From an optimization exercise on the open Yosys and OpenROAD flow, aimed at small area, a short achievable clock period and few clock cycles; shortcuts taken in it are not production practice. The RTL was checked by simulation tests, not by an equivalence proof against the original design. Power is estimated from default activity; no workload was simulated.

## indigo
==> flow/design.v (excerpt) <==
module mips (
    input          reset,
    input          clk,
    input  [ 31:0] i_inst_rdata,
    input  [ 31:0] m_data_rdata,
    output [ 31:0] i_inst_addr,
    output [ 31:0] m_data_addr,
    output [ 31:0] m_data_wdata,
    output [3 : 0] m_data_byteen,
    output [ 31:0] m_inst_addr,
    output         w_grf_we,
    output [  4:0] w_grf_addr,
    output [ 31:0] w_grf_wdata,
    output [ 31:0] w_inst_addr
);
Size in the first run: roughly 1400 flip-flops, about 270 I/O pins.
==> flow/config.mk <==
export PLATFORM = sky130hd
export DESIGN_NAME = mips
export DESIGN_NICKNAME = mips
export VERILOG_FILES = /design/flow/design.v
export SDC_FILE = /design/flow/constraint.sdc
export NUM_CORES = 4
export LEC_CHECK = 0
export CAP_MARGIN = 20
export CORE_MARGIN = 2
export CORE_UTILIZATION = 40
export PLACE_DENSITY = 0.6
export SLEW_MARGIN = 20
==> flow/constraint.sdc <==
create_clock -name core_clock -period 20.0 [get_ports {clk}]
set_input_delay 4.0000 -clock core_clock [delete_from_list [all_inputs] [get_ports {clk}]]
set_output_delay 4.0000 -clock core_clock [all_outputs]
set_load 0.01 [all_outputs]
standard.sh (not shown) runs the stock make flow with config.mk's settings and CLKGATE_MAP_FILE= SYNTH_SCRIPT=/design/flow/synth_recipe.tcl, a recipe that flattens the netlist after the stock synthesis.
==> flow/flow/run.sh <==
#!/bin/bash
# Standard ORFS flow (the standard.sh, unchanged synthesis, floorplan,
# power grid and routing), with timing repair aimed at the period the
# design can reach instead of the 20 ns clock, full-size port buffers,
# and sizing not limited to same-footprint cells.
set -euo pipefail
bash standard.sh \
  SETUP_SLACK_MARGIN=11.5 \
  MATCH_CELL_FOOTPRINT=0 \
  "BUFFER_PORTS_ARGS=-buffer_cell sky130_fd_sc_hd__buf_2" \
  finish > flow.log 2>&1
Testbench counts of indigo, summed over its fixed seeds: cycles 41,537.
Here is what was changed in the inputs of garnet compared with indigo.
==> flow/flow/run.sh <==
#!/bin/bash
# Standard ORFS flow (the standard.sh: unchanged synthesis, floorplan,
# power grid and routing), with timing repair aimed at the period the
# design can reach instead of the 20 ns clock (setup margin), plain port
# buffers, sizing not limited to same-footprint cells, cell padding for pin
# access, and a clock tree with larger sink clusters and no dummy loads.
# make's output goes to flow.log; each ORFS step keeps its own log under
# orfs/logs.
set -euo pipefail
bash standard.sh \
  SETUP_SLACK_MARGIN=12.2 \
  MATCH_CELL_FOOTPRINT=0 \
  "BUFFER_PORTS_ARGS=-buffer_cell sky130_fd_sc_hd__buf_2" \
  CELL_PAD_IN_SITES_GLOBAL_PLACEMENT=2 \
  CELL_PAD_IN_SITES_DETAIL_PLACEMENT=1 \
  "CTS_ARGS=-sink_clustering_enable -repair_clock_nets -sink_clustering_size 18 -sink_clustering_max_diameter 100 -dont_use_dummy_load" \
  finish > flow.log 2>&1
--- outcome ---
Compared with indigo, garnet shows final critical-path share of the clock period lower by 1.7 points. Critical path capture point: m_data_byteen[3] -> garnet, resM[0] -> indigo. On garnet: wire length of the first global-routing pass is 49 mm higher than what indigo gave. From indigo to garnet the numbers moved as follows: count of plain and timing-repair buffers increased by about 2% relative to the old numbers; worst-skew pair later-pin latency now sits at about the same level. For indigo, the worst setup path startpoint was irX[17], unlike garnet, where it was reset. garnet vs indigo: clock tree cell share of total cell area down.

========
Starting RTL as in the previous note.
clock: 20.0 ns
lec_check: 0
cap_margin: 20
core_margin: 2
core_utilization: 40
place_density: 0.6
slew_margin: 20
run.sh (not shown) runs the stock make flow with config.mk's settings and CLKGATE_MAP_FILE= SYNTH_SCRIPT=/design/flow/synth_recipe.tcl, a recipe that flattens the netlist after the stock synthesis.
Stock flow here: none of the scripts above is used.
Testbench counts at the start, summed over its fixed seeds: cycles 41,537.
==> next run, changes <==
==> flow/flow/run.sh (new file) <==
#!/bin/bash
# Standard ORFS flow (the standard.sh: unchanged synthesis, floorplan,
# power grid and routing), with timing repair aimed at the period the
# design can reach instead of the 20 ns clock (setup margin), plain port
# buffers and sizing not limited to same-footprint cells. make's output
# goes to flow.log; each ORFS step keeps its own log under orfs/logs.
set -euo pipefail
bash standard.sh \
  SETUP_SLACK_MARGIN=12.2 \
  MATCH_CELL_FOOTPRINT=0 \
  "BUFFER_PORTS_ARGS=-buffer_cell sky130_fd_sc_hd__buf_2" \
  finish > flow.log 2>&1
==> flow/standard.sh (new file) <==
#!/bin/bash
# synth_recipe.tcl (not shown) runs the flow's synth.tcl, then flattens the netlist and writes it again
# the make line also repeats each setting of config.mk as NAME=value (left out here)
make -C /OpenROAD-flow-scripts/flow DESIGN_CONFIG=/design/flow/config.mk WORK_HOME=/design/flow/orfs CLKGATE_MAP_FILE= SYNTH_SCRIPT=/design/flow/synth_recipe.tcl "${@:-finish}"
--- a/flow/config.mk
+++ b/flow/config.mk
@@ -8,5 +8,5 @@
 export CAP_MARGIN = 20
 export CORE_MARGIN = 2
-export CORE_UTILIZATION = 40
-export PLACE_DENSITY = 0.6
+export CORE_UTILIZATION = 50
+export PLACE_DENSITY = 0.65
 export SLEW_MARGIN = 20
removed: flow/run.sh
What happened: Combinational power decreases by a few percent; core utilization increases by 10 points; clock power decreases by a few percent; worst setup slack improved by 1300 ps; power decreases slightly; via count increases slightly; routed wire length decreases slightly; critical path depth is unchanged; clock-buffer cell count increases by 3.

-- separate check: timing with driven ports --
The results above use ideal ports. As a check the final layouts listed here were re-extracted and re-timed, cells and wires unchanged. Step 1: set_driving_cell puts a clkbuf_16 on clk and a buf_2 on each other input, an assumption about the parent block. Step 2 also shifts input and output timing later by t, the mid clock arrival at the registers, as if the neighbouring blocks saw the same clock. Slacks: ideal ports / drivers / drivers and shift; pairs: ideal ports / drivers.
run | t (ns) | setup WS [ns] | worst hold slack (ns) | clock arrival spread, ns | worst register clock-pin slew, ns
indigo | 0.923 | 11.306 / 11.306 / 11.306 | 0.345 / 0.345 / 0.345 | 0.080 / 0.081 | 0.08 / 0.08
garnet | 0.887 | 11.655 / 11.610 / 11.610 | 0.348 / 0.348 / 0.348 | 0.153 / 0.153 | 0.10 / 0.10
the first run of note 2 | 0.929 | 10.335 / 10.311 / 10.311 | 0.350 / 0.350 / 0.350 | 0.080 / 0.081 | 0.07 / 0.07
the second run of note 2 | 0.942 | 11.653 / 11.605 / 11.605 | 0.345 / 0.345 / 0.345 | 0.073 / 0.073 | 0.07 / 0.07
After both steps setup and hold are still met in every run listed. The setup slack of the second run of note 2, which loses most, moves by -0.048 ns with the drivers and by -0.048 ns with both steps.
